This design comes from an exercise in tuning for small area, a short achievable clock period and few clock cycles per item on the open sky130 flow, not from production work. Only simulation tests tie the RTL to the original design; equivalence was not proved. Power is estimated from default activity; no workload was simulated.

$ cat flow/config.mk
export PLATFORM = sky130hd
export DESIGN_NAME = myCPU
export DESIGN_NICKNAME = myCPU
export VERILOG_FILES = /design/flow/design.v
export SDC_FILE = /design/flow/constraint.sdc
export NUM_CORES = 4
export LEC_CHECK = 0
export CAP_MARGIN = 20
export CORE_MARGIN = 2
export CORE_UTILIZATION = 40
export CTS_BUF_LIST = sky130_fd_sc_hd__clkbuf_16
export CTS_CLUSTER_DIAMETER = 200
export CTS_CLUSTER_SIZE = 20
export SLEW_MARGIN = 20
$ cat flow/constraint.sdc
create_clock -name core_clock -period 20.0 [get_ports {cpu_clk}]
set_input_delay 4.0000 -clock core_clock [delete_from_list [all_inputs] [get_ports {cpu_clk}]]
set_output_delay 4.0000 -clock core_clock [all_outputs]
set_load 0.01 [all_outputs]
$ cat flow/design.v
module addr_add (
    input  wire [31:0] a,
    input  wire [11:0] imm,
    output wire [31:0] s
);
    wire [12:0] lo  = {1'b0, a[11:0]} + {1'b0, imm};
    wire        c   = lo[12];
    wire        sg  = imm[11];
    wire [19:0] inc = a[31:12] + 20'd1;
    wire [19:0] dec = a[31:12] - 20'd1;
    assign s[11:0]  = lo[11:0];
    assign s[31:12] = (c & !sg) ? inc : (!c & sg) ? dec : a[31:12];
endmodule
module cmp32 (
    input  wire [31:0] x,
    input  wire        a31,
    input  wire [31:0] b,
    output wire        eq,
    output wire        lt
);
    wire [31:0] l0, e0;
    wire [15:0] l1, e1;
    wire [ 7:0] l2, e2;
    wire [ 3:0] l3, e3;
    wire [ 1:0] l4, e4;
    genvar g;
    generate
        for (g = 0; g < 32; g = g + 1) begin : g0
            if (g == 31) begin : g_sign
                assign l0[g] = x[g] & a31;
            end else begin : g_mag
                assign l0[g] = x[g] & b[g];
            end
            assign e0[g] = ~x[g];
        end
        for (g = 0; g < 16; g = g + 1) begin : g1
            assign l1[g] = l0[2*g+1] | (e0[2*g+1] & l0[2*g]);
            assign e1[g] = e0[2*g+1] & e0[2*g];
        end
        for (g = 0; g < 8; g = g + 1) begin : g2
            assign l2[g] = l1[2*g+1] | (e1[2*g+1] & l1[2*g]);
            assign e2[g] = e1[2*g+1] & e1[2*g];
        end
        for (g = 0; g < 4; g = g + 1) begin : g3
            assign l3[g] = l2[2*g+1] | (e2[2*g+1] & l2[2*g]);
            assign e3[g] = e2[2*g+1] & e2[2*g];
        end
        for (g = 0; g < 2; g = g + 1) begin : g4
            assign l4[g] = l3[2*g+1] | (e3[2*g+1] & l3[2*g]);
            assign e4[g] = e3[2*g+1] & e3[2*g];
        end
    endgenerate
    assign lt = l4[1] | (e4[1] & l4[0]);
    assign eq = e4[1] & e4[0];
endmodule
module rf_read (
    input  wire [ 4:0]       sel,
    input  wire [31:1]       valid,
    input  wire [32*31-1:0]  regs,      
    output reg  [31:0]       q
);
    integer i;
    always @(*) begin
        q = 32'b0;
        for (i = 1; i < 32; i = i + 1)
            q = q | ({32{(sel == i) & valid[i]}} & regs[32*i-1 -: 32]);
    end
endmodule
`timescale 1ns / 1ps
module myCPU (
    input  wire         cpu_rst,
    input  wire         cpu_clk,
    output wire [15:0]  inst_addr,
    input  wire [31:0]  inst,
    output wire [31:0]  ram_addr,
    input  wire [31:0]  ram_rdata,
    output wire         ram_wen,
    output wire [31:0]  ram_wdata,
    output reg          debug_wb_have_inst,
    output reg  [31:0]  debug_wb_pc,
    output reg          debug_wb_ena,
    output reg  [ 4:0]  debug_wb_reg,
    output reg  [31:0]  debug_wb_value
);
    reg         v2;          
    reg  [29:0] pc2;         
    reg  [29:0] tgt2;        
    reg  [31:0] A, B;        
    reg  [31:0] X;           
    reg  [ 7:0] uhi2;        
    reg         s_imm;       
    reg  [11:0] imm2;        
    reg  [ 4:0] rd2;
    reg         s_wr;        
    reg         s_hasrd;     
    reg         s_sw, s_lw, s_jal, s_jalr, s_sub;
    reg         s_lui, s_add, s_and, s_or, s_xor, s_sl, s_sr, s_sra;
    reg         s_beq, s_bne, s_blt, s_bge;
    wire [31:0] addr;
    addr_add u_addr (.a(A), .imm(imm2), .s(addr));
    wire [31:0] opB = s_imm ? {{20{imm2[11]}}, imm2} : B;
    wire [31:0] sum = A + (s_sub ? ~opB : opB) + {31'b0, s_sub};
    wire [31:0] a_rev;
    genvar gi;
    generate
        for (gi = 0; gi < 32; gi = gi + 1) begin : g_rev
            assign a_rev[gi] = A[31 - gi];
        end
    endgenerate
    wire [31:0] sh_in   = s_sl ? a_rev : A;
    wire        sh_fill = s_sra & A[31];
    wire [32:0] sh_ext  = {sh_fill, sh_in};
    wire [32:0] sh_out  = $signed(sh_ext) >>> opB[4:0];
    wire [31:0] sh_res;
    generate
        for (gi = 0; gi < 32; gi = gi + 1) begin : g_rev2
            assign sh_res[gi] = s_sl ? sh_out[31 - gi] : sh_out[gi];
        end
    endgenerate
    wire [29:0] pc4 = pc2 + 30'd1;
    wire [31:0] wD = ({32{s_add}}        & sum)
                   | ({32{s_and}}        & (A & opB))
                   | ({32{s_or}}         & (A | opB))
                   | ({32{s_xor}}        & (A ^ opB))
                   | ({32{s_sl | s_sr}}  & sh_res)
                   | ({32{s_jal | s_jalr}} & {pc4, 2'b00})
                   | ({32{s_lui}}        & {imm2, uhi2, 12'b0})
                   | ({32{s_lw}}         & ram_rdata);
    wire eq, lt;
    cmp32 u_cmp (.x(X), .a31(A[31]), .b(B), .eq(eq), .lt(lt));
    wire take = s_jal | (s_beq & eq) | (s_bne & ~eq) | (s_blt & lt) | (s_bge & ~lt);
    wire [29:0] nseq = s_jalr ? addr[31:2] : pc4;
    wire [29:0] npc  = take ? tgt2 : nseq;
    assign inst_addr = npc[15:0];
    assign ram_addr  = addr;
    assign ram_wdata = B;
    assign ram_wen   = s_sw;
    reg [31:0] regs [1:31];
    reg [31:1] valid;
    integer i;
    always @(posedge cpu_clk) begin
        for (i = 1; i < 32; i = i + 1)
            if (s_wr && rd2 == i) regs[i] <= wD;
    end
    always @(posedge cpu_clk or posedge cpu_rst) begin
        if (cpu_rst) valid <= 31'b0;
        else for (i = 1; i < 32; i = i + 1)
            if (s_wr && rd2 == i) valid[i] <= 1'b1;
    end
    wire i2 = inst[2], i3 = inst[3], i4 = inst[4], i5 = inst[5], i6 = inst[6];
    wire d_lui  = ~i6 & i4 & i2;
    wire d_jal  = i3;
    wire d_jalr = i6 & i2 & ~i3;
    wire d_br   = i6 & ~i2;
    wire d_lw   = ~i6 & ~i5 & ~i4;
    wire d_sw   = ~i6 & i5 & ~i4;
    wire d_opi  = ~i6 & ~i5 & i4;
    wire d_op   = ~i6 & i5 & i4 & ~i2;
    wire [2:0] f3 = inst[14:12];
    wire d_alu  = d_op | d_opi;
    wire [4:0] rs1 = inst[19:15];
    wire [4:0] rs2 = inst[24:20];
    wire [4:0] rd  = inst[11:7];
    wire byp1 = s_wr && rd2 == rs1;
    wire byp2 = s_wr && rd2 == rs2;
    wire [32*31-1:0] regs_flat;
    generate
        for (gi = 1; gi < 32; gi = gi + 1) begin : g_flat
            assign regs_flat[32*gi-1 -: 32] = regs[gi];
        end
    endgenerate
    wire [31:0] rf1, rf2;
    rf_read u_rd1 (.sel(rs1), .valid(valid), .regs(regs_flat), .q(rf1));
    rf_read u_rd2 (.sel(rs2), .valid(valid), .regs(regs_flat), .q(rf2));
    wire [31:0] rv1 = byp1 ? wD : rf1;
    wire [31:0] rv2 = byp2 ? wD : rf2;
    wire [31:0] imm_b = {{20{inst[31]}}, inst[7], inst[30:25], inst[11:8], 1'b0};
    wire [31:0] imm_j = {{12{inst[31]}}, inst[19:12], inst[20], inst[30:21], 1'b0};
    wire [31:0] off   = i3 ? imm_j : imm_b;    
    always @(posedge cpu_clk) begin
        A     <= rv1;
        B     <= rv2;
        X     <= rv1 ^ rv2;
        uhi2  <= inst[19:12];
        s_imm <= d_opi;
        imm2  <= d_sw ? {inst[31:25], inst[11:7]} : inst[31:20];
        tgt2  <= npc + off[31:2];
        rd2   <= rd;
        s_hasrd <= !(d_sw | d_br);
        s_lw  <= d_lw;
        s_sub <= d_op & inst[30];
        s_add <= d_alu & (f3 == 3'b000);
        s_lui <= d_lui;
        s_and <= d_alu & (f3 == 3'b111);
        s_or  <= d_alu & (f3 == 3'b110);
        s_xor <= d_alu & (f3 == 3'b100);
        s_sl  <= d_alu & (f3 == 3'b001);
        s_sr  <= d_alu & (f3 == 3'b101);
        s_sra <= inst[30];
    end
    always @(posedge cpu_clk or posedge cpu_rst) begin
        if (cpu_rst) begin
            v2     <= 1'b0;
            pc2    <= {30{1'b1}};   
            s_wr   <= 1'b0;
            s_sw   <= 1'b0;
            s_jal  <= 1'b0;
            s_jalr <= 1'b0;
            s_beq  <= 1'b0;
            s_bne  <= 1'b0;
            s_blt  <= 1'b0;
            s_bge  <= 1'b0;
        end else begin
            v2     <= 1'b1;
            pc2    <= npc;
            s_wr   <= !(d_sw | d_br) && rd != 5'd0;
            s_sw   <= d_sw;
            s_jal  <= d_jal;
            s_jalr <= d_jalr;
            s_beq  <= d_br & (f3 == 3'b000);
            s_bne  <= d_br & (f3 == 3'b001);
            s_blt  <= d_br & (f3 == 3'b100);
            s_bge  <= d_br & (f3 == 3'b101);
        end
    end
    always @(posedge cpu_clk or posedge cpu_rst) begin
        if (cpu_rst) debug_wb_have_inst <= 1'b0;
        else         debug_wb_have_inst <= v2;
    end
    always @(posedge cpu_clk) begin
        debug_wb_pc    <= {pc2, 2'b00};
        debug_wb_ena   <= s_hasrd;
        debug_wb_reg   <= rd2;
        debug_wb_value <= wD;
    end
endmodule
$ cat flow/flow/run.sh
#!/bin/bash
# The standard layout (standard.sh), with three changes to how it is made:
#  - repair_timing aims for a larger setup margin under the design's own SDC,
#  - sizing may swap a cell for one of another footprint,
#  - ports are buffered with buf_2 instead of the default delay-cell buffer.
set -euo pipefail
bash standard.sh SETUP_SLACK_MARGIN=13 MATCH_CELL_FOOTPRINT=0 \
  "BUFFER_PORTS_ARGS=-buffer_cell sky130_fd_sc_hd__buf_2" finish > standard_finish.log 2>&1
$ cat flow/standard.sh
#!/bin/bash
# synth_recipe.tcl (not shown) runs the flow's synth.tcl, then flattens the netlist and writes it again
# the make line also repeats each setting of config.mk as NAME=value (left out here)
make -C /OpenROAD-flow-scripts/flow DESIGN_CONFIG=/design/flow/config.mk WORK_HOME=/design/flow/orfs CLKGATE_MAP_FILE= SYNTH_SCRIPT=/design/flow/synth_recipe.tcl "${@:-finish}"
==> results of run 1 <==
[placed cells by master (no fill, tap or decap), drive strengths merged, types with 12 or more instances in the layout]
cell type	count
a211oi	33
a21boi	23
a21o	45
a21oi	168
a221o	13
a221oi	273
a222oi	75
a22o	249
a22oi	424
a31oi	31
and2	16
and3	84
buf	484
clkbuf	79
dfrtp	41
dfstp	30
dfxtp	230
diode	13
edfxtp	992
ha	138
inv	164
mux2	30
mux2i	112
mux4	16
nand2	262
nand2b	17
nand3	116
nand4	146
nor2	152
nor2b	30
nor3	86
nor4	27
o211ai	42
o21a	49
o21ai	118
o221a	13
o31ai	12
or2	40
xnor2	101
xor2	51
[what timing repair did]
item / in CTS / in global routing
endpoints found under the setup margin: 46 / 49
setup buffers: 52 / 30
resized for setup: 182 / 88
hold buffers: 0 / 0
pin swaps: 42 / 54
cloned: 3 / 1
[layer usage]
metal / global-route usage / wire length (µm) / part of all wire / vias to the layer above
li1: - / - / - / 20267
met1: 0.4582 / 102800 / 0.33 / 25912
met2: 0.5558 / 128500 / 0.41 / 5655
met3: 0.1662 / 52060 / 0.17 / 1546
met4: 0.2517 / 27190 / 0.088 / 8
met5: 0.001232 / 54 / 0.00017 / -
[worst max-delay path: cells and delay by family (launching register included)]
kind,cells,cell delay [ns]
compound gates,5,1.07
fa+ha+maj,1,0.41
flops,1,0.33
simple gates,2,0.32
buf+inv,5,0.70
xor+xnor,1,0.29
[cell families (layout without fill, tap and decap cells)]
logic type | count (synthesis) | in the layout | share of synthesized area
simple gates | 1021 | 1021 | 0.08485
other cells | 2 | 16 | 0.0001226
buf+inv | 527 | 733 | 0.03361
fa+ha+maj | 141 | 141 | 0.02917
xor+xnor | 153 | 153 | 0.02223
flops | 1293 | 1293 | 0.5912
mux | 158 | 158 | 0.02997
compound gates | 1664 | 1664 | 0.2089
[layout make-up]
type / count / area, µm²
sequential: 1293 / 36250
tap: 2030 / 2540
clock inverter: 52 / 290.3
multi-input combinational: 3140 / 24340
timing repair buffer: 487 / 3430
fill: 13619 / 82670
antenna: 13 / 32.53
clock buffer: 76 / 1902
inverter: 118 / 447.9
[metrics by stage]
step                area (µm²)  setup slack, ns  instances
global placement         65060            11.76       6981
detailed placement       65070            11.75       6981
CTS                      68540            12.11       7164
finish                   69240            12.14       7209
floorplan                61260            13.02       4960
global route             69210            12.07       7196
[how the worst max path moves through the flow]
stage | end | start | cells past startpoint
CTS | ram_addr[24] | A[0] | 13
detailed placement | inst_addr[12] | A[0] | 14
global route | inst_addr[11] | A[1] | 15
finish | ram_addr[24] | A[1] | 14
global placement | inst_addr[2] | B[9] | 10
floorplan | inst_addr[10] | B[9] | 10
[power by group through the flow]
stage	combinational [µW]	sequential, µW	clock, µW
2_1_floorplan	1260	3530	0
3_3_place_gp	2130	3590	0
3_5_place_dp	2140	3590	0
4_1_cts	2340	3540	1630
5_1_grt	2630	3560	1720
6_report	2510	3550	1640
==> run_results.csv, run 1 <==
group,metric,value,unit
grt,grt_pass1_vias,49250,
cells_and_area,finalNetCount,5321,
worst_setup_path,crit_slowest_cell,"fa_2",
die,start_util,0.4032,
cells_and_area,regMostFlops,"regs",
grt,grt_overflow,0,
power_and_ir_drop,total_power,7698,µW
cts,cts_sinks,1293,
die,coreArea,0.1519,mm²
cts,cts_tree,"done",
die,die_w,395.3,µm
worst_setup_path,startpoint_type,"flip-flop",
routing,route.vias.total,53388,
job,drv_cap,0,
logic_synthesis,synth_top_area_frac,0.4864,
timing,finalHoldViolations,0,
grt,antenna_found_initial,16,
die,design.portCount,218,
logic_synthesis,yosysWarningCount,3,
worst_setup_path,worst-r2r-setup-slack,13.38,ns
cells_and_area,syn2layout_area_growth,13.05,%
timing,relSlewSlack,0.1708,
worst_setup_path,timing.rr.end,"X[30]",
die,dieArea,0.1563,mm²
timing,skew,0.05659,ns
power_and_ir_drop,switchingPower,2789,µW
cells_and_area,largest_reg_flops,992,
grt,grtUsageTotal,0.3819,
worst_hold_path,hold_path_depth,0,
worst_setup_path,reg2reg_from,"s_imm",
cts,numCtsBuffers,74,
logic_synthesis,synth-edff-count,992,
power_and_ir_drop,ir_worst_vdd,0.06660,mV
timing,rsz0062_at_grt,"yes",
worst_setup_path,path_cells,"buf_6 -> clkinvlp_4 -> fa_2 -> nor2b_2 -> o31a_1 -> o21ai_2 -> a21o_4 -> a211oi_4 -> buf_6 -> buf_6 -> nand4_1 -> o22a_1 -> xnor2_2 -> buf_2",
run_status,status,"finished clean",
routing,dr.pass1.iters,10,
logic_synthesis,synth_common_cells,"edfxtp_1, a22oi_1, clkbuf_1",
logic_synthesis,synthTopCellsByArea,"edfxtp_1, dfxtp_1, a22oi_1",
power_and_ir_drop,power.density,111.2,mW/mm²
grt,grt_max_degree,72,
routing,wire_per_inst,43.09,µm
routing,via_per_inst,7.406,
worst_setup_path,crit_type,"flip-flop to output pin",
place,place_hpwl,184.7,mm
worst_setup_path,cp-end-kind,"output pin",
cells_and_area,drive_above_1_share,0.1860,
routing,drt_iter0_drc,12012,
grt,grt_first_pass_wirelength,413.5,mm
cts,cts-htree-levels,3,
logic_synthesis,yosys_most_used_dff,"edfxtp_1",
cts,path_clk_slew,0.10,ns
cts,clock_path_buffers,3,
timing,period_needed,7.865,ns
timing,maxSlewViolCount,0,
power_and_ir_drop,p_leak,0.02464,µW
routing,route.detailed.drc,0,
logic_synthesis,yosys.area.top_type,"edfxtp_1",
power_and_ir_drop,p_seq_frac,0.461,
timing,timing.hold.ws,0.3378,ns
logic_synthesis,synth.avg_cell_area,12.35,µm²
worst_setup_path,r2r.worst_path.cells,16,
cells_and_area,fin_util,0.4558,
worst_hold_path,hold_start,"s_hasrd",
logic_synthesis,seq_area_frac_synth,0.5912,
die,die-height,395.3,µm
power_and_ir_drop,pwr-share-clk,0.212,
timing,finalSetupViolations,0,
timing,fmaxAchievable,127.1,MHz
routing,ant_nets,0,
worst_hold_path,whs_endpoint,"debug_wb_ena",
timing,finalCritPeriodShare,0.3932,
worst_setup_path,worst_ep_arrival_time,3.86,ns
logic_synthesis,synth-seq-cells,1293,
logic_synthesis,netlist_area,0.06124,mm²
logic_synthesis,synthCells,4959,
place,io_buffers,213,
place,place_congestion,1.026,
worst_setup_path,crit_fanout,4,
power_and_ir_drop,p_sw_frac,0.3623,
worst_setup_path,max_stage_delay,0.41,ns
power_and_ir_drop,p_comb_frac,0.327,
worst_setup_path,required,16.00,ns
cts,cts-root-buf,"clkbuf_16",
routing,postRouteWirelength,310.7,mm
cts,clk_latency,0.73,ns
worst_hold_path,min_path_type,"flip-flop to flip-flop",
power_and_ir_drop,internal_power,4909,µW
timing,tightest_slew,1.244,ns
logic_synthesis,synth.most_common_cell,"edfxtp_1",
timing,setup_tns,0,ns
worst_setup_path,cp_common_cell,"buf_6",
logic_synthesis,async_flop_share,0.05491,
logic_synthesis,netlist-cell-type-count,95,
die,rows,143,
Testbench counts, summed over its fixed seeds: cycles 22,894, instrs 22,862.
==> run 2: changes to the inputs <==
--- a/flow/design.v
+++ b/flow/design.v
@@ -2,40 +2,107 @@
     input  wire [31:0] a,
-    input  wire [11:0] imm,
+    input  wire        sg,
+    input  wire [11:0] lo0,
+    input  wire [11:4] lo1,
+    input  wire [ 2:0] co0,
+    input  wire [ 2:1] co1,
+    input  wire [ 3:0] ones,
+    input  wire [ 3:0] zeros,
     output wire [31:0] s
 );
-    wire [12:0] lo  = {1'b0, a[11:0]} + {1'b0, imm};
-    wire        c   = lo[12];
-    wire        sg  = imm[11];
-    wire [19:0] inc = a[31:12] + 20'd1;
-    wire [19:0] dec = a[31:12] - 20'd1;
-    assign s[11:0]  = lo[11:0];
-    assign s[31:12] = (c & !sg) ? inc : (!c & sg) ? dec : a[31:12];
-endmodule
-module cmp32 (
-    input  wire [31:0] x,
-    input  wire        a31,
+    wire c4  = co0[0];
+    wire c8  = c4 ? co1[1] : co0[1];
+    wire c   = c8 ? co1[2] : co0[2];
+    assign s[3:0]  = lo0[3:0];
+    assign s[7:4]  = c4 ? lo1[7:4]  : lo0[7:4];
+    assign s[11:8] = c8 ? lo1[11:8] : lo0[11:8];
+    genvar i;
+    generate
+        for (i = 0; i < 20; i = i + 1) begin : g_hi
+            localparam integer K = i / 4;
+            localparam integer J = i % 4;
+            wire gi_one, gi_zero, in_one, in_zero;
+            if (K == 0) begin : g_k0
+                assign gi_one  = 1'b1;
+                assign gi_zero = 1'b1;
+            end else begin : g_kn
+                assign gi_one  = &ones[K-1:0];
+                assign gi_zero = &zeros[K-1:0];
+            end
+            if (J == 0) begin : g_j0
+                assign in_one  = 1'b1;
+                assign in_zero = 1'b1;
+            end else begin : g_jn
+                assign in_one  = &a[12+4*K+J-1 : 12+4*K];
+                assign in_zero = ~|a[12+4*K+J-1 : 12+4*K];
+            end
+            wire t_inc = gi_one & in_one;     
+            wire t_dec = gi_zero & in_zero;   
+            assign s[12+i] = a[12+i] ^ (c ? (~sg & t_inc) : (sg & t_dec));
+        end
+    endgenerate
+endmodule
+module addr_groups (
+    input  wire [11:0] a,
+    input  wire [11:0] b,
+    output wire [11:0] lo0,
+    output wire [11:4] lo1,
+    output wire [ 2:0] co0,
+    output wire [ 2:1] co1
+);
+    genvar k;
+    generate
+        for (k = 0; k < 3; k = k + 1) begin : g_grp
+            wire [4:0] s0 = {1'b0, a[4*k+3 -: 4]} + {1'b0, b[4*k+3 -: 4]};
+            assign lo0[4*k+3 -: 4] = s0[3:0];
+            assign co0[k] = s0[4];
+            if (k > 0) begin : g_c1
+                wire [4:0] s1 = {1'b0, a[4*k+3 -: 4]} + {1'b0, b[4*k+3 -: 4]} + 5'd1;
+                assign lo1[4*k+3 -: 4] = s1[3:0];
+                assign co1[k] = s1[4];
+            end
+        end
+    endgenerate
+endmodule
+module cmp_groups (
+    input  wire [31:0] a,
     input  wire [31:0] b,
-    output wire        eq,
-    output wire        lt
-);
-    wire [31:0] l0, e0;
-    wire [15:0] l1, e1;
-    wire [ 7:0] l2, e2;
-    wire [ 3:0] l3, e3;
-    wire [ 1:0] l4, e4;
+    output wire [ 7:0] ltg,
+    output wire [ 7:0] eqg
+);
+    wire [31:0] x = a ^ b;
+    wire [31:0] l, e;
     genvar g;
     generate
-        for (g = 0; g < 32; g = g + 1) begin : g0
+        for (g = 0; g < 32; g = g + 1) begin : g_bit
             if (g == 31) begin : g_sign
-                assign l0[g] = x[g] & a31;
+                assign l[g] = x[g] & a[g];
             end else begin : g_mag
-                assign l0[g] = x[g] & b[g];
+                assign l[g] = x[g] & b[g];
             end
-            assign e0[g] = ~x[g];
-        end
-        for (g = 0; g < 16; g = g + 1) begin : g1
-            assign l1[g] = l0[2*g+1] | (e0[2*g+1] & l0[2*g]);
-            assign e1[g] = e0[2*g+1] & e0[2*g];
-        end
-        for (g = 0; g < 8; g = g + 1) begin : g2
+            assign e[g] = ~x[g];
+        end
+        for (g = 0; g < 8; g = g + 1) begin : g_grp
+            assign eqg[g] = &e[4*g+3 -: 4];
+            assign ltg[g] = l[4*g+3]
+                          | (e[4*g+3] & l[4*g+2])
+                          | (e[4*g+3] & e[4*g+2] & l[4*g+1])
+                          | (e[4*g+3] & e[4*g+2] & e[4*g+1] & l[4*g]);
+        end
+    endgenerate
+endmodule
+module cmp_tree (
+    input  wire [7:0] ltg,
+    input  wire [7:0] eqg,
+    output wire       eq,
+    output wire       lt
+);
+    wire [3:0] l1, e1;
+    wire [1:0] l2, e2;
+    genvar g;
+    generate
+        for (g = 0; g < 4; g = g + 1) begin : g1
+            assign l1[g] = ltg[2*g+1] | (eqg[2*g+1] & ltg[2*g]);
+            assign e1[g] = eqg[2*g+1] & eqg[2*g];
+        end
+        for (g = 0; g < 2; g = g + 1) begin : g2
             assign l2[g] = l1[2*g+1] | (e1[2*g+1] & l1[2*g]);
@@ -43,13 +110,5 @@
         end
-        for (g = 0; g < 4; g = g + 1) begin : g3
-            assign l3[g] = l2[2*g+1] | (e2[2*g+1] & l2[2*g]);
-            assign e3[g] = e2[2*g+1] & e2[2*g];
-        end
-        for (g = 0; g < 2; g = g + 1) begin : g4
-            assign l4[g] = l3[2*g+1] | (e3[2*g+1] & l3[2*g]);
-            assign e4[g] = e3[2*g+1] & e3[2*g];
-        end
-    endgenerate
-    assign lt = l4[1] | (e4[1] & l4[0]);
-    assign eq = e4[1] & e4[0];
+    endgenerate
+    assign lt = l2[1] | (e2[1] & l2[0]);
+    assign eq = e2[1] & e2[0];
 endmodule
@@ -88,3 +147,8 @@
     reg  [31:0] A, B;        
-    reg  [31:0] X;           
+    reg  [ 7:0] LTG, EQG;    
+    reg  [ 3:0] ONES, ZEROS;  
+    reg  [11:0] LO0;         
+    reg  [11:4] LO1;         
+    reg  [ 2:0] CO0;         
+    reg  [ 2:1] CO1;         
     reg  [ 7:0] uhi2;        
@@ -99,3 +163,4 @@
     wire [31:0] addr;
-    addr_add u_addr (.a(A), .imm(imm2), .s(addr));
+    addr_add u_addr (.a(A), .sg(imm2[11]), .lo0(LO0), .lo1(LO1), .co0(CO0), .co1(CO1),
+                     .ones(ONES), .zeros(ZEROS), .s(addr));
     wire [31:0] opB = s_imm ? {{20{imm2[11]}}, imm2} : B;
@@ -129,3 +194,3 @@
     wire eq, lt;
-    cmp32 u_cmp (.x(X), .a31(A[31]), .b(B), .eq(eq), .lt(lt));
+    cmp_tree u_cmp (.ltg(LTG), .eqg(EQG), .eq(eq), .lt(lt));
     wire take = s_jal | (s_beq & eq) | (s_bne & ~eq) | (s_blt & lt) | (s_bge & ~lt);
@@ -176,2 +241,18 @@
     wire [31:0] rv2 = byp2 ? wD : rf2;
+    wire [7:0] ltg1, eqg1;
+    cmp_groups u_cmpg (.a(rv1), .b(rv2), .ltg(ltg1), .eqg(eqg1));
+    wire [11:0] off12 = d_sw ? {inst[31:25], inst[11:7]} : inst[31:20];
+    wire [11:0] lo0_1;
+    wire [11:4] lo1_1;
+    wire [ 2:0] co0_1;
+    wire [ 2:1] co1_1;
+    addr_groups u_addrg (.a(rv1[11:0]), .b(off12), .lo0(lo0_1), .lo1(lo1_1),
+                         .co0(co0_1), .co1(co1_1));
+    wire [3:0] ones1, zeros1;
+    generate
+        for (gi = 0; gi < 4; gi = gi + 1) begin : g_oz
+            assign ones1[gi]  = &rv1[12+4*gi+3 -: 4];
+            assign zeros1[gi] = ~|rv1[12+4*gi+3 -: 4];
+        end
+    endgenerate
     wire [31:0] imm_b = {{20{inst[31]}}, inst[7], inst[30:25], inst[11:8], 1'b0};
@@ -182,6 +263,13 @@
         B     <= rv2;
-        X     <= rv1 ^ rv2;
+        LTG   <= ltg1;
+        EQG   <= eqg1;
+        ONES  <= ones1;
+        LO0   <= lo0_1;
+        LO1   <= lo1_1;
+        CO0   <= co0_1;
+        CO1   <= co1_1;
+        ZEROS <= zeros1;
         uhi2  <= inst[19:12];
         s_imm <= d_opi;
-        imm2  <= d_sw ? {inst[31:25], inst[11:7]} : inst[31:20];
+        imm2  <= off12;
         tgt2  <= npc + off[31:2];
==> run 2 against run 1 <==
Against the previous run:
- still clean on timing, DRC and antenna
- sequential power about the same
- first-iteration DRC count is 0.90% lower
- global-route usage grew 0.058 points
- clock-buffer cell count is the same
- maximum frequency increased by 9.1%
- critical path depth fell by 1
- worst hold slack lost 0.00082 ns
- wire length grew 0.22%
- sequential share of layout area is 0.37 points lower
- clock power hardly changed
==> run_results.csv, run 2 <==
group,metric,value,unit
grt,grt_first_pass_wirelength,414.3,mm
cts,numCtsBuffers,75,
worst_setup_path,startpoint_type,"input pin",
routing,wire_per_inst,43.21,µm
worst_setup_path,cp-end-kind,"flip-flop",
routing,postRouteWirelength,311.3,mm
logic_synthesis,synth.most_common_cell,"edfxtp_1",
die,die_w,395.9,µm
grt,grt_overflow,0,
cts,cts_tree,"done",
power_and_ir_drop,p_sw_frac,0.3552,
worst_setup_path,required,20.61,ns
place,place_hpwl,189.8,mm
routing,route.detailed.drc,0,
cts,clock_path_buffers,3,
power_and_ir_drop,p_comb_frac,0.300,
logic_synthesis,yosys_most_used_dff,"edfxtp_1",
grt,top_usage_layer,"met2",
timing,setup_tns,0,ns
run_status,status,"finished clean",
cts,cts-htree-levels,3,
logic_synthesis,yosysWarningCount,3,
cells_and_area,regMostFlops,"regs",
cts,path_clk_slew,0.09,ns
cts,hold_buffers,0,
logic_synthesis,yosys.area.top_type,"edfxtp_1",
power_and_ir_drop,pwr-share-clk,0.222,
timing,timing.hold.ws,0.3370,ns
logic_synthesis,synth-seq-cells,1310,
worst_setup_path,crit_type,"input pin to flip-flop",
worst_setup_path,worst_ep_arrival_time,7.82,ns
die,design.portCount,218,
power_and_ir_drop,ir_worst_vdd,0.07119,mV
timing,finalHoldViolations,0,
place,place_congestion,1.024,
timing,tightest_slew,1.302,ns
job,drv_cap,0,
worst_hold_path,min_path_type,"flip-flop to flip-flop",
cells_and_area,layout_commonest_cell,"edfxtp_1",
die,rows,143,
cells_and_area,final_cell_mix,"edfxtp_1, a22oi_1, a221oi_1",
power_and_ir_drop,power.density,105.9,mW/mm²
timing,period_needed,7.212,ns
worst_setup_path,worst-r2r-setup-slack,13.15,ns
power_and_ir_drop,switchingPower,2645,µW
logic_synthesis,netlist-cell-type-count,93,
routing,dr.pass1.iters,11,
cells_and_area,fillers,13554,
power_and_ir_drop,internal_power,4802,µW
timing,fmaxAchievable,138.7,MHz
logic_synthesis,netlist_area,0.06144,mm²
cts,cts-root-buf,"clkbuf_16",
cells_and_area,drive_above_1_share,0.1922,
grt,antenna_found_initial,17,
place,io_buffers,213,
timing,finalCritPeriodShare,0.3606,
cells_and_area,multiInputGateArea,0.02466,mm²
die,start_util,0.4035,
grt,grtUsageTotal,0.3825,
timing,maxSlewViolCount,0,
timing,relSlewSlack,0.1323,
routing,via_per_inst,7.399,
routing,route.vias.total,53320,
grt,met3_usage,0.1629,
grt,use_met1,0.4616,
die,dieArea,0.1568,mm²
cts,cts_sinks,1310,
logic_synthesis,synth.avg_cell_area,12.47,µm²
worst_setup_path,r2r.worst_path.cells,20,
logic_synthesis,synth-edff-count,992,
logic_synthesis,async_flop_share,0.05420,
cts,clk_latency,0.75,ns
cells_and_area,largest_reg_flops,992,
worst_setup_path,crit_fanout,17,
logic_synthesis,seq_area_frac_synth,0.5948,
logic_synthesis,synth_common_cells,"edfxtp_1, a22oi_1, a221oi_1",
power_and_ir_drop,p_seq_frac,0.477,
die,die-height,395.9,µm
timing,rsz0062_at_grt,"yes",
cells_and_area,seq_area,0.03656,mm²
worst_hold_path,hold_path_depth,0,
cells_and_area,finalNetCount,5339,
cells_and_area,syn2layout_area_growth,14.44,%
grt,grt_max_degree,59,
routing,drt_iter0_drc,11904,
timing,finalSetupViolations,0,
logic_synthesis,synthTopCellsByArea,"edfxtp_1, dfxtp_1, a221oi_1",
routing,ant_nets,0,
logic_synthesis,synth_top_area_frac,0.4848,
timing,skew,0.05579,ns
grt,use_met2,0.5410,
grt,grt_pass1_vias,49396,
die,coreArea,0.1523,mm²
power_and_ir_drop,p_leak,0.02541,µW
cells_and_area,fin_util,0.4618,
logic_synthesis,synthCells,4928,
==> run 2: cell count changes after synthesis, moves of 22 or more <==
cell	change
a22oi_1	-86
clkbuf_1	-66
mux2i_1	+29
a31oi_1	-22
a221oi_1	+32
nand2_1	-26
buf_1	+24
nor2_1	+30
a22o_1	+33
ha_1	+24
o21ai_1	-33
o21ai_0	+58
==> run 2: logic make-up after synthesis <==
| family | share of synthesized area |
|---|---|
| AOI/OAI and AO/OA | 0.1959 |
| buffers and inverters | 0.03419 |
| muxes | 0.03199 |
| and+or+nand+nor | 0.08589 |
| DFF | 0.5948 |
| other | 0.0001222 |
| adders and majority gates | 0.03560 |
| xor gates and xnor gates | 0.02152 |
==> run 2: routing by layer <==
layer,wire length (µm),up-vias
met5,503,-
met1,103200,25723
li1,-,20148
met3,51430,1648
met4,30920,20
met2,125300,5781
==> run 2: timing repair <==
action,4_1_cts,5_1_grt
pin swaps,35,52
gates resized for setup,284,165
cloned,0,2
setup buffers,48,31
endpoints found under the setup margin,80,56
==> run 2: worst max-delay path, cell delays in order <==
cell,delay (ns)
clkbuf_4,0.23
nor3b_2,0.42
and3_4,0.61
buf_4,0.57
a221oi_1,0.18
nand4_1,0.16
nor3_2,0.08
a21oi_2,0.35
ha_1,0.33
a21o_1,0.18
a21oi_2,0.19
o21ai_0,0.11
a221o_1,0.36
==> run 2: cell type report <==
type,instances,share of cell area
antenna,10,0.0003559
timing repair buffer,489,0.05433
multi-input combinational,3102,0.3507
sequential,1310,0.5199
inverter,128,0.006958
clock buffer,76,0.02705
clock inverter,61,0.004538
tap,2030,0.03612
==> run 2: path summary, 6_finish.rpt <==
path	from	end
setup / recovery	inst[24]	LTG[5]
hold / removal	s_hasrd	debug_wb_ena
setup reg to reg	s_imm	LTG[7]
hold reg to reg	s_hasrd	debug_wb_ena
max in group asynchronous	cpu_rst	s_sw
min in group asynchronous	cpu_rst	valid[15]
==> run 2: power groups by stage <==
stage | Sequential [µW] | Combinational (µW) | Clock (µW)
detailed placement | 3590 | 1950 | 0
floorplan | 3530 | 1120 | 0
global placement | 3590 | 1940 | 0
finish | 3550 | 2240 | 1660
global route | 3570 | 2330 | 1750
CTS | 3540 | 2100 | 1660
==> run 2: through the flow <==
| stage | cell area [µm²] | power (µW) | cells | setup slack [ns] |
|---|---|---|---|---|
| final | 70310 | 7447 | 7206 | 12.79 |
| after CTS | 69250 | 7292 | 7162 | 12.77 |
| after floorplan | 61810 | 4657 | 4929 | 12.98 |
| after detailed placement | 65390 | 5540 | 6977 | 10.94 |
| after global routing | 70290 | 7643 | 7196 | 12.82 |
| after global placement | 65390 | 5535 | 6977 | 11.01 |
Testbench counts of run 2, summed over its fixed seeds: cycles 22,894, instrs 22,862.
==> run 3: changes to the inputs <==
--- a/flow/design.v
+++ b/flow/design.v
@@ -68,4 +68,4 @@
     input  wire [31:0] b,
-    output wire [ 7:0] ltg,
-    output wire [ 7:0] eqg
+    output wire [15:0] ltg,
+    output wire [15:0] eqg
 );
@@ -83,8 +83,5 @@
         end
-        for (g = 0; g < 8; g = g + 1) begin : g_grp
-            assign eqg[g] = &e[4*g+3 -: 4];
-            assign ltg[g] = l[4*g+3]
-                          | (e[4*g+3] & l[4*g+2])
-                          | (e[4*g+3] & e[4*g+2] & l[4*g+1])
-                          | (e[4*g+3] & e[4*g+2] & e[4*g+1] & l[4*g]);
+        for (g = 0; g < 16; g = g + 1) begin : g_grp
+            assign eqg[g] = e[2*g+1] & e[2*g];
+            assign ltg[g] = l[2*g+1] | (e[2*g+1] & l[2*g]);
         end
@@ -93,12 +90,13 @@
 module cmp_tree (
-    input  wire [7:0] ltg,
-    input  wire [7:0] eqg,
-    output wire       eq,
-    output wire       lt
+    input  wire [15:0] ltg,
+    input  wire [15:0] eqg,
+    output wire        eq,
+    output wire        lt
 );
-    wire [3:0] l1, e1;
-    wire [1:0] l2, e2;
+    wire [7:0] l1, e1;
+    wire [3:0] l2, e2;
+    wire [1:0] l3, e3;
     genvar g;
     generate
-        for (g = 0; g < 4; g = g + 1) begin : g1
+        for (g = 0; g < 8; g = g + 1) begin : g1
             assign l1[g] = ltg[2*g+1] | (eqg[2*g+1] & ltg[2*g]);
@@ -106,3 +104,3 @@
         end
-        for (g = 0; g < 2; g = g + 1) begin : g2
+        for (g = 0; g < 4; g = g + 1) begin : g2
             assign l2[g] = l1[2*g+1] | (e1[2*g+1] & l1[2*g]);
@@ -110,5 +108,9 @@
         end
+        for (g = 0; g < 2; g = g + 1) begin : g3
+            assign l3[g] = l2[2*g+1] | (e2[2*g+1] & l2[2*g]);
+            assign e3[g] = e2[2*g+1] & e2[2*g];
+        end
     endgenerate
-    assign lt = l2[1] | (e2[1] & l2[0]);
-    assign eq = e2[1] & e2[0];
+    assign lt = l3[1] | (e3[1] & l3[0]);
+    assign eq = e3[1] & e3[0];
 endmodule
@@ -147,3 +149,3 @@
     reg  [31:0] A, B;        
-    reg  [ 7:0] LTG, EQG;    
+    reg  [15:0] LTG, EQG;    
     reg  [ 3:0] ONES, ZEROS;  
@@ -241,3 +243,3 @@
     wire [31:0] rv2 = byp2 ? wD : rf2;
-    wire [7:0] ltg1, eqg1;
+    wire [15:0] ltg1, eqg1;
     cmp_groups u_cmpg (.a(rv1), .b(rv2), .ltg(ltg1), .eqg(eqg1));
--- a/flow/config.mk
+++ b/flow/config.mk
@@ -12,3 +12,3 @@
 export CTS_CLUSTER_DIAMETER = 200
-export CTS_CLUSTER_SIZE = 20
+export CTS_CLUSTER_SIZE = 18
 export SLEW_MARGIN = 20
==> run 3 against run 2 <==
Against the previous run:
- still clean on timing, DRC and antenna
- wire length up 1.0%
- cell count up 2.0%
- combinational power is 2% lower
- die area rose by 1.3%
- maximum frequency grew 0.80%
- power increased by 1.6%
- clock-buffer cell count is 7 higher
- largest cell class unchanged
==> run_results.csv, run 3 <==
group,metric,value,unit
routing,wire_per_inst,42.79,µm
timing,skew,0.06219,ns
die,rows,144,
worst_setup_path,startpoint_type,"input pin",
cts,cts-root-buf,"clkbuf_16",
cells_and_area,final-instance-count-excl-fill,7351,
routing,dr.pass1.iters,15,
routing,drt_iter0_drc,12761,
cells_and_area,multiInputGateArea,0.02468,mm²
power_and_ir_drop,power.density,106.6,mW/mm²
die,start_util,0.4033,
logic_synthesis,async_flop_share,0.05354,
timing,period_needed,7.154,ns
timing,finalHoldViolations,0,
die,design.portCount,218,
timing,finalSetupViolations,0,
logic_synthesis,seq_area_frac_synth,0.5920,
logic_synthesis,yosysWarningCount,3,
grt,grt_pass1_vias,50439,
job,drv_cap,0,
cells_and_area,fillers,13795,
grt,grt_overflow,0,
logic_synthesis,yosys_most_used_dff,"edfxtp_1",
power_and_ir_drop,ir_worst_vdd,0.07045,mV
logic_synthesis,synth.most_common_cell,"edfxtp_1",
timing,rsz0062_at_grt,"yes",
logic_synthesis,synth-seq-cells,1326,
grt,grt_max_degree,58,
place,dp.cells,7085,
cells_and_area,largest_reg_flops,992,
cts,path_clk_slew,0.08,ns
cells_and_area,regMostFlops,"regs",
cells_and_area,drive_above_1_share,0.1924,
cells_and_area,syn2layout_area_growth,14.00,%
logic_synthesis,synth_top_area_frac,0.4783,
power_and_ir_drop,p_leak,0.02558,µW
timing,fmaxAchievable,139.8,MHz
worst_setup_path,crit_slowest_cell,"nor3_4",
run_status,status,"finished clean",
place,io_buffers,213,
grt,grt_first_pass_wirelength,418.2,mm
timing,setup_tns,0,ns
worst_setup_path,path_cells,"buf_8 -> and3b_1 -> and3_2 -> buf_4 -> a22o_1 -> a221oi_1 -> nand4_1 -> nor3_4 -> nand2_1 -> o21ai_1 -> buf_4 -> inv_1 -> ha_1 -> a21o_1 -> a21oi_1 -> xnor2_1",
routing,ant_nets,0,
routing,via_per_inst,7.375,
worst_setup_path,cp_common_cell,"buf_4",
worst_hold_path,min_path_type,"flip-flop to flip-flop",
place,place_congestion,1.059,
routing,route.detailed.drc,0,
place,place_hpwl,190.4,mm
timing,finalCritPeriodShare,0.3577,
cts,numCtsBuffers,83,
worst_setup_path,max_stage_delay,0.54,ns
routing,postRouteWirelength,314.5,mm
timing,relSlewSlack,0.1834,
logic_synthesis,netlist_area,0.06228,mm²
logic_synthesis,yosys.area.top_type,"edfxtp_1",
cts,cts_tree,"done",
worst_setup_path,worst_ep_arrival_time,7.84,ns
logic_synthesis,netlist-cell-type-count,96,
timing,tightest_slew,1.216,ns
logic_synthesis,synth-edff-count,992,
worst_setup_path,crit_fanout,14,
worst_setup_path,critPathTopFamily,"simple AND/OR/NAND/NOR gates",
routing,route.vias.total,54215,
cells_and_area,final_cell_mix,"edfxtp_1, a22oi_1, a22o_1",
cells_and_area,design_area,0.07100,mm²
grt,grtUsageTotal,0.3831,
die,dieArea,0.1589,mm²
cells_and_area,finalNetCount,5447,
place,placed_area,0.06617,mm²
cts,cts-htree-levels,3,
logic_synthesis,synth.avg_cell_area,12.38,µm²
worst_setup_path,crit_buf_inv,4,
cells_and_area,seq_area,0.03688,mm²
logic_synthesis,synthTopCellsByArea,"edfxtp_1, dfxtp_1, a22oi_1",
cells_and_area,layout_commonest_cell,"edfxtp_1",
cts,cts_sinks,1326,
worst_setup_path,cp-end-kind,"flip-flop",
worst_setup_path,crit_type,"input pin to flip-flop",
cts,clock_path_buffers,3,
logic_synthesis,synthCells,5029,
timing,maxSlewViolCount,0,
logic_synthesis,synth_common_cells,"edfxtp_1, a22oi_1, clkbuf_1",
worst_setup_path,required,20.69,ns
die,coreArea,0.1544,mm²
grt,antenna_found_initial,23,
die,die_w,398.6,µm
cts,clk_latency,0.78,ns
die,die-height,398.6,µm
==> run 3: changes by cell type after synthesis, sizes merged, moves of 15 or more <==
cell,change
a21o,-23
a221oi,-30
a22o,-16
a22oi,+47
and2,+17
buf,-15
clkbuf,+22
dfxtp,+16
inv,+15
mux2,+22
mux2i,-53
nor2,+35
nor3,+15
==> run 3: final cells by class <==
class,instances,area share
inverter,142,0.007525
antenna,17,0.0005992
clock inverter,70,0.005798
tap,2044,0.03602
sequential,1326,0.5194
timing repair buffer,501,0.05370
clock buffer,83,0.02925
multi-input combinational,3168,0.3477
==> run 3: logic make-up after synthesis <==
group / Yosys count / share of synthesized area
buffers and inverters: 538 / 0.03546
AND/OR/NAND/NOR: 1085 / 0.08793
AO/OA/AOI/OAI: 1583 / 0.1957
flip-flops: 1326 / 0.5920
adder cells (fa/ha/maj): 170 / 0.03433
multiplexers: 163 / 0.03174
XOR/XNOR: 162 / 0.02278
other: 2 / 0.0001206
==> run 3: what timing repair did <==
item                       in CTS  in global routing
setup endpoints to repair      99                 69
gates cloned                    5                  2
hold buffers                    0                  0
buffers inserted               48                 39
gates resized for setup       212                132
pin swaps                      38                 33
==> run 3: metal layers <==
metal  vias to the layer above  global-route usage  part of all wire
li1                      20491                   -                 -
met1                     26179              0.4562              0.33
met2                      5705              0.5460              0.41
met3                      1810              0.1576              0.16
met4                        30              0.2983              0.10
met5                         -             0.01695            0.0015
==> run 3: final timing paths <==
| kind | startpoint | endpoint | slack (ns) | cells past startpoint |
|---|---|---|---|---|
| max in group asynchronous | cpu_rst | s_jalr | 15.54 | 3 |
| max | inst[19] | LO0[3] | 12.85 | 16 |
| max reg2reg | s_imm | CO1[2] | 13.56 | 21 |
| min | s_hasrd | debug_wb_ena | 0.33 | 0 |
| min reg2reg | s_hasrd | debug_wb_ena | 0.33 | 0 |
| min in group asynchronous | cpu_rst | valid[4] | 3.36 | 2 |
==> run 3: worst reg2reg max path, cell delays in order, from the launching register on <==
cell       delay, ns
dfxtp_1         0.31
buf_4           0.38
mux2i_4         0.40
inv_2           0.04
buf_4           0.28
nand2_1         0.17
a21boi_0        0.38
fa_1            0.31
nor2b_1         0.08
o31a_1          0.28
o21a_1          0.34
or3_1           0.37
a21oi_1         0.18
xnor2_1         0.10
a2111oi_1       0.72
nand2_2         0.61
o21a_1          0.42
ha_1            0.37
a21oi_2         0.19
xnor2_1         0.16
nand3_1         0.12
xnor2_1         0.13
==> run 3: through the flow <==
step	utilization	setup slack [ns]	total power [µW]	hold WS, ns
3_3_place_gp	0.4284	11.14	5562	0.3185
6_report	0.4598	12.85	7569	0.3322
5_1_grt	0.4596	12.84	7777	0.3399
4_1_cts	0.4534	12.85	7405	0.3331
2_1_floorplan	-	12.99	4707	0.3096
3_5_place_dp	0.4285	11.10	5569	0.3150
==> run 3: where the power goes <==
group	internal (µW)	switching (µW)
Clock	769	986
Combinational	746	1450
Sequential	3390	229
Total	4900	2670
Testbench counts of run 3, summed over its fixed seeds: cycles 22,894, instrs 22,862.
==> run 4: changes to the inputs <==
--- a/flow/config.mk
+++ b/flow/config.mk
@@ -9,3 +9,3 @@
 export CORE_MARGIN = 2
-export CORE_UTILIZATION = 40
+export CORE_UTILIZATION = 55
 export CTS_BUF_LIST = sky130_fd_sc_hd__clkbuf_16
==> run 4 against run 3 <==
Against the previous run:
- register-to-register slack worse by 0.47 ns
- critical endpoint is now EQG[9]
- sequential cell count did not move
- global-route usage is 13 points higher
- still clean on timing, DRC and antenna
- worst hold slack improved by 0.0014 ns
- combinational power is essentially flat
- first-iteration DRC count fell by 7.4%
- final area decreased by 1.3%
==> run_results.csv, run 4 <==
group,metric,value,unit
run_status,status,"finished clean",
logic_synthesis,synthTopCellsByArea,"edfxtp_1, dfxtp_1, a22oi_1",
cells_and_area,largest_reg_flops,992,
timing,maxSlewViolCount,0,
cts,clock_path_buffers,3,
logic_synthesis,netlist-cell-type-count,96,
logic_synthesis,yosysWarningCount,3,
grt,grt_max_degree,64,
logic_synthesis,seq_area_frac_synth,0.5920,
cells_and_area,fillers,8794,
place,place_congestion,1.039,
timing,period_needed,7.188,ns
job,drv_cap,0,
logic_synthesis,synth_top_area_frac,0.4783,
grt,grtUsageTotal,0.5114,
timing,timing.hold.ws,0.3336,ns
routing,ant_nets,0,
timing,setup_tns,0,ns
power_and_ir_drop,ir_worst_vdd,0.09241,mV
worst_setup_path,cp-end-kind,"flip-flop",
timing,tightest_slew,1.272,ns
timing,finalSetupViolations,0,
logic_synthesis,synthCells,5029,
timing,finalHoldViolations,0,
cells_and_area,finalNetCount,5421,
worst_setup_path,crit_fanout,26,
place,dp_slack,11.28,ns
logic_synthesis,synth-seq-cells,1326,
cts,cts_sinks,1326,
worst_setup_path,worst_ep_arrival_time,7.79,ns
cts,cts_tree,"done",
cts,clk_latency,0.73,ns
cells_and_area,regMostFlops,"regs",
worst_setup_path,startpoint_type,"input pin",
grt,antenna_found_initial,18,
timing,rsz0062_at_grt,"yes",
timing,skew,0.06488,ns
place,io_buffers,213,
logic_synthesis,synth.avg_cell_area,12.38,µm²
routing,route.detailed.drc,0,
power_and_ir_drop,total_power,7540,µW
worst_hold_path,min_path_type,"flip-flop to flip-flop",
routing,drt_iter0_drc,11813,
timing,finalCritPeriodShare,0.3594,
cells_and_area,syn2layout_area_growth,12.54,%
cts,numCtsBuffers,84,
cts,hold_buffers,0,
cts,path_clk_slew,0.10,ns
die,rows,123,
logic_synthesis,netlist_area,0.06228,mm²
logic_synthesis,yosys_most_used_dff,"edfxtp_1",
die,die-height,340.5,µm
power_and_ir_drop,power.density,107.6,mW/mm²
logic_synthesis,synth.most_common_cell,"edfxtp_1",
die,dieArea,0.1159,mm²
cells_and_area,drive_above_1_share,0.1876,
routing,wire_per_inst,45.35,µm
logic_synthesis,synth-edff-count,992,
cts,cts-root-buf,"clkbuf_16",
routing,dr.pass1.iters,13,
die,coreArea,0.1123,mm²
grt,grt_first_pass_wirelength,408.1,mm
timing,fmaxAchievable,139.1,MHz
worst_setup_path,path_cells,"buf_2 -> nor3b_1 -> and3_2 -> buf_4 -> a22o_1 -> a221oi_1 -> nand4_1 -> nor3_4 -> a21oi_1 -> ha_1 -> and2_1",
logic_synthesis,synth_common_cells,"edfxtp_1, a22oi_1, clkbuf_1",
place,place_hpwl,182.1,mm
grt,grt_overflow,0,
worst_setup_path,crit_type,"input pin to flip-flop",
cells_and_area,final_cell_mix,"edfxtp_1, a22oi_1, a22o_1, a221oi_1, dfxtp_1",
worst_setup_path,crit_slowest_cell,"buf_4",
routing,route.vias.total,54454,
cells_and_area,layout_commonest_cell,"edfxtp_1",
die,die_w,340.5,µm
power_and_ir_drop,p_leak,0.02539,µW
worst_setup_path,required,20.60,ns
die,design.portCount,218,
logic_synthesis,yosys.area.top_type,"edfxtp_1",
timing,setup_ws,12.81,ns
timing,relSlewSlack,0.1519,
worst_setup_path,max_stage_delay,0.70,ns
routing,postRouteWirelength,306.9,mm
grt,grt_pass1_vias,50003,
cts,cts-htree-levels,3,
die,start_util,0.5544,
logic_synthesis,async_flop_share,0.05354,
routing,via_per_inst,8.046,
[run 4: cell families after synthesis]
| logic type | after synthesis | share of synthesized area |
|---|---|---|
| muxes | 163 | 0.03174 |
| DFF | 1326 | 0.5920 |
| AOI/OAI and AO/OA | 1583 | 0.1957 |
| and+or+nand+nor | 1085 | 0.08793 |
| adders and majority gates | 170 | 0.03433 |
| other | 2 | 0.0001206 |
| xor gates and xnor gates | 162 | 0.02278 |
| buffers and inverters | 538 | 0.03546 |
[run 4: timing repair]
item,CTS,global route
pin swaps,16,51
buffers inserted,25,51
endpoints found under the setup margin,89,66
gates resized for setup,174,172
gates cloned,3,4
[run 4: layout make-up]
type                       count  area (µm²)  share of cell area
sequential                  1326       36880              0.5262
clock inverter                59       352.8            0.005034
clock buffer                  86        2152             0.03070
inverter                     142       534.3            0.007623
multi-input combinational   3168       24670              0.3520
antenna                       13       32.53           0.0004641
timing repair buffer         474        3591             0.05123
tap                         1500        1877             0.02678
[run 4: final timing paths]
check                      cells after the start  startpoint  slack [ns]            to
max in group asynchronous                      3     cpu_rst       15.52        s_jalr
max reg2reg                                   18       s_imm       13.09       EQG[15]
min in group asynchronous                      2     cpu_rst        3.40      valid[6]
max                                           11    inst[24]       12.81        EQG[9]
min                                            0     s_hasrd        0.33  debug_wb_ena
min reg2reg                                    0     s_hasrd        0.33  debug_wb_ena
[run 4: worst max-delay path: cells and delay by family]
| family | cells | cell delay, ns |
|---|---|---|
| buffers and inverters | 2 | 1.07 |
| adders and majority gates | 1 | 0.34 |
| and+or+nand+nor | 5 | 1.48 |
| AOI/OAI and AO/OA | 3 | 0.82 |
[run 4: through the flow]
| stage | util | instances | area, µm² |
|---|---|---|---|
| 2_1_floorplan | - | 5030 | 62460 |
| 3_3_place_gp | 0.5818 | 6527 | 65360 |
| 3_5_place_dp | 0.5818 | 6527 | 65360 |
| 4_1_cts | 0.6121 | 6700 | 68770 |
| 5_1_grt | 0.6236 | 6755 | 70060 |
| 6_report | 0.6239 | 6768 | 70090 |
[run 4: report_power, final]
group	internal [µW]	leakage, µW	switching, µW
clock	791	0.00140	968
combinational	715	0.0119	1460
sequential	3390	0.0120	218
[run 4: metal layers]
layer,vias to the layer above,global-route usage,share of wire
met4,22,0.3877,0.10
li1,20430,-,-
met5,-,0.01471,0.0018
met3,1835,0.2286,0.17
met2,6061,0.7324,0.41
met1,26106,0.6029,0.32
==> run 5: changes to the inputs <==
--- a/flow/design.v
+++ b/flow/design.v
@@ -6,3 +6,4 @@
     input  wire [ 2:0] co0,
-    input  wire [ 2:1] co1,
+    input  wire [ 2:2] co1,
+    input  wire        c8,
     input  wire [ 3:0] ones,
@@ -12,3 +13,2 @@
     wire c4  = co0[0];
-    wire c8  = c4 ? co1[1] : co0[1];
     wire c   = c8 ? co1[2] : co0[2];
@@ -154,3 +154,4 @@
     reg  [ 2:0] CO0;         
-    reg  [ 2:1] CO1;         
+    reg  [ 2:2] CO1;         
+    reg         C8;          
     reg  [ 7:0] uhi2;        
@@ -165,3 +166,3 @@
     wire [31:0] addr;
-    addr_add u_addr (.a(A), .sg(imm2[11]), .lo0(LO0), .lo1(LO1), .co0(CO0), .co1(CO1),
+    addr_add u_addr (.a(A), .sg(imm2[11]), .lo0(LO0), .lo1(LO1), .co0(CO0), .co1(CO1), .c8(C8),
                      .ones(ONES), .zeros(ZEROS), .s(addr));
@@ -271,3 +272,4 @@
         CO0   <= co0_1;
-        CO1   <= co1_1;
+        CO1   <= co1_1[2];
+        C8    <= co0_1[0] ? co1_1[1] : co0_1[1];
         ZEROS <= zeros1;
--- a/flow/config.mk
+++ b/flow/config.mk
@@ -9,3 +9,3 @@
 export CORE_MARGIN = 2
-export CORE_UTILIZATION = 55
+export CORE_UTILIZATION = 40
 export CTS_BUF_LIST = sky130_fd_sc_hd__clkbuf_16
==> run 5 against run 4 <==
Against the previous run:
- still clean
- non-clock buffer count shrank 35
- synthesized cell count fell by 1.3%
- cell count increased by 6.9%
- sequential share of layout area shrank 0.21 points
- critical path depth increased by 1
- power up 0.51%
- clock skew is 0.0056 ns higher
- maximum frequency down 0.66%
- first-iteration DRC count rose by 2.9%
- sequential power is essentially flat
- critical path type unchanged
- critical endpoint is now EQG[11]
- largest cell class unchanged
==> run_results.csv, run 5 <==
group,metric,value,unit
cts,clk_latency,0.76,ns
logic_synthesis,synth-seq-cells,1325,
cts,path_clk_slew,0.08,ns
job,drv_cap,0,
worst_setup_path,required,20.61,ns
place,place_hpwl,184.0,mm
cts,cts_sinks,1325,
logic_synthesis,synth-edff-count,992,
timing,relSlewSlack,0.2301,
timing,finalSetupViolations,0,
logic_synthesis,yosys_most_used_dff,"edfxtp_1",
logic_synthesis,synth_compound_area_frac,0.1945,
die,design.portCount,218,
place,io_buffers,213,
die,start_util,0.4027,
logic_synthesis,synth_fa_ha_area_frac,0.03415,
cells_and_area,fillers,13760,
timing,finalHoldViolations,0,
grt,grt_first_pass_wirelength,406.5,mm
logic_synthesis,yosysWarningCount,3,
place,place_congestion,1.014,
logic_synthesis,yosys.area.top_type,"edfxtp_1",
power_and_ir_drop,ir_worst_vdd,0.08439,mV
timing,fmaxAchievable,138.2,MHz
timing,finalCritPeriodShare,0.3618,
routing,route.detailed.drc,0,
worst_setup_path,startpoint_type,"input pin",
cells_and_area,final_cell_mix,"edfxtp_1, a22oi_1, a22o_1",
logic_synthesis,async_flop_share,0.05358,
cells_and_area,drive_above_1_share,0.1830,
routing,dr.pass1.iters,10,
cells_and_area,multiInputGateArea,0.02452,mm²
logic_synthesis,muxShareOfSynthArea,0.03326,
routing,drt_iter0_drc,12161,
die,dieArea,0.1583,mm²
grt,antenna_found_initial,29,
logic_synthesis,seq_area_frac_synth,0.5940,
logic_synthesis,synthCells,4962,
grt,grt_pass1_vias,49320,
grt,grt_max_degree,61,
routing,postRouteWirelength,305.1,mm
die,die-height,397.8,µm
grt,grtUsageTotal,0.3721,
timing,rsz0062_at_grt,"yes",
worst_setup_path,r2r.worst_path.cells,18,
logic_synthesis,synth.most_common_cell,"edfxtp_1",
timing,maxSlewViolCount,0,
power_and_ir_drop,total_power,7578,µW
grt,grt_overflow,0,
power_and_ir_drop,p_leak,0.02512,µW
worst_setup_path,crit_slowest_cell,"buf_4",
timing,setup_tns,0,ns
cells_and_area,fin_util,0.4566,
cts,numCtsBuffers,83,
cells_and_area,regMostFlops,"regs",
logic_synthesis,synth.avg_cell_area,12.50,µm²
die,coreArea,0.1540,mm²
cells_and_area,layout_commonest_cell,"edfxtp_1",
logic_synthesis,netlist_area,0.06203,mm²
routing,route.vias.total,53186,
logic_synthesis,synthTopCellsByArea,"edfxtp_1, dfxtp_1, a22oi_1",
worst_setup_path,crit_type,"input pin to flip-flop",
logic_synthesis,synth_top_area_frac,0.4802,
timing,period_needed,7.236,ns
die,die_w,397.8,µm
cells_and_area,largest_reg_flops,992,
logic_synthesis,netlist-cell-type-count,90,
timing,skew,0.07051,ns
cells_and_area,seq_area,0.03686,mm²
timing,tightest_slew,1.155,ns
worst_hold_path,hold_path_depth,0,
worst_setup_path,cp-end-kind,"flip-flop",
run_status,status,"finished clean",
cts,cts-htree-levels,3,
cts,cts_tree,"done",
worst_setup_path,cp_common_cell,"buf_4",
cts,hold_buffers,0,
cells_and_area,syn2layout_area_growth,13.37,%
worst_setup_path,worst_ep_arrival_time,7.84,ns
routing,ant_nets,0,
worst_hold_path,min_path_type,"flip-flop to flip-flop",
worst_setup_path,crit_fanout,25,
worst_setup_path,max_stage_delay,0.69,ns
cells_and_area,finalNetCount,5325,
die,rows,144,
routing,via_per_inst,7.354,
logic_synthesis,synthXorXnorAreaFrac,0.02386,
cts,cts-root-buf,"clkbuf_16",
logic_synthesis,synth_common_cells,"edfxtp_1, a22oi_1, a221oi_1",
worst_setup_path,path_cells,"buf_2 -> nor2b_1 -> and3_2 -> buf_4 -> a22o_1 -> a221oi_1 -> nand4_1 -> nor3_1 -> buf_4 -> a21oi_2 -> ha_1 -> and2_1",
power_and_ir_drop,power.density,107.8,mW/mm²
logic_synthesis,yosys.area_share.simple,0.08499,
routing,wire_per_inst,42.19,µm
cts,clock_path_buffers,3,
logic_synthesis,synth_top_family_by_area,"compound AO/OA/AOI/OAI gates",
## run 5: cell count changes after synthesis, moves of 15 or more
| cell | previous run | this run |
|---|---|---|
| mux2_2 | 56 | 31 |
| a22oi_1 | 385 | 370 |
| inv_1 | 136 | 154 |
| o21a_1 | 33 | 17 |
| nor2_1 | 217 | 159 |
| o21ai_0 | 133 | 118 |
| nand2_1 | 251 | 232 |
| buf_1 | 49 | 66 |
| mux2i_1 | 85 | 102 |
| nand3_1 | 125 | 141 |
## run 5: final timing paths
check                          from                  to  slack, ns
max in group asynchronous   cpu_rst              s_jalr      15.55
max reg2reg                   s_imm        regs[31][28]      13.39
min                         s_hasrd        debug_wb_ena       0.34
max                        inst[24]             EQG[11]      12.76
min reg2reg                 s_hasrd        debug_wb_ena       0.34
min in group asynchronous   cpu_rst  debug_wb_have_inst       3.33
## run 5: per-layer routing
layer  vias to the layer above  wire, µm  track usage
met3                      1669     49570       0.1484
met5                         -       447     0.005751
met1                     25645    101600       0.4531
li1                      20167         -            -
met4                        24     28100       0.2666
met2                      5681    125400       0.5336
## run 5: cells by family (layout without fill, tap and decap cells)
family / count (synthesis) / in the layout
XOR/XNOR: 169 / 169
buffers and inverters: 546 / 747
multiplexers: 164 / 164
flip-flops: 1325 / 1325
AND/OR/NAND/NOR: 1025 / 1025
adder cells (fa/ha/maj): 168 / 168
AO/OA/AOI/OAI: 1563 / 1563
other: 2 / 27
## run 5: cell type report
cell class,instances,area share
multi-input cells,3092,0.3487
repair inverters,1,0.00007116
flip-flops and latches,1325,0.5241
repair buffers,439,0.04599
inverters,158,0.008557
well taps,2044,0.03636
clock inverters,64,0.005141
diodes,24,0.0008539
clock buffers,85,0.03024
## run 5: repair_timing
action / in CTS / in global routing
pin swaps: 26 / 14
endpoints found under the setup margin: 74 / 62
endpoints found under the hold margin: 0 / 0
resized for setup: 224 / 99
buffers inserted: 30 / 18
gates cloned: 4 / 2
## run 5: worst max-delay path, delay by kind of cell
kind	cells	cell delay (ns)
buffers and inverters	3	1.11
AND/OR/NAND/NOR	5	1.52
adder cells (fa/ha/maj)	1	0.34
AO/OA/AOI/OAI	3	0.83
## run 5: metrics by stage
step                      cells  instance area, µm²  setup WS [ns]  hold WS, ns
after floorplan            4963               62500          12.99       0.3096
after global placement     7004               65940          11.23       0.3166
after detailed placement   7004               65940          11.17       0.3186
after CTS                  7187               69570          12.74       0.3363
after global routing       7214               70290          12.67       0.3467
final                      7232               70330          12.76       0.3350
## run 5: where the power goes
group / total [µW] / switching (µW) / internal [µW]
logic: 2200 / 1460 / 740
registers: 3620 / 228 / 3390
clock network: 1760 / 977 / 781
total: 7580 / 2660 / 4910
Testbench counts of run 5, summed over its fixed seeds: cycles 22,894, instrs 22,862.

[port drivers added, routing unchanged]
The flow's constraints put no driver on any port. The routed layouts listed below were extracted and timed again, unchanged, in two steps.
Step 1 sets driving cells, clkbuf_16 on the clock port and buf_2 on the other inputs (assumed; they add their load-dependent delay and slew).
Step 2 adds t to the input delays and takes it off the output delays; t is the mean of the earliest and latest rising clock arrival at the registers after step 1. Input paths then give back, and output paths get back, about the clock's delay inside the block.
a / b / c = ideal ports / drivers / drivers and shift; a / b = the first two.
| run | shift t [ns] | setup WS [ns] | slew at the worst register clock pin (ns) |
|---|---|---|---|
| run 1 | 0.783 | 12.135 / 12.056 / 12.087 | 0.10 / 0.10 |
| run 2 | 0.799 | 12.788 / 12.815 / 12.044 | 0.11 / 0.11 |
| run 3 | 0.824 | 12.846 / 12.853 / 12.042 | 0.10 / 0.10 |
| run 4 | 0.780 | 12.812 / 12.850 / 12.070 | 0.10 / 0.10 |
| run 5 | 0.808 | 12.764 / 12.636 / 11.828 | 0.10 / 0.10 |
After both steps every run listed still meets setup and hold. The setup slack of run 5, which loses most, moves by -0.128 ns with the drivers and by -0.936 ns with both steps.
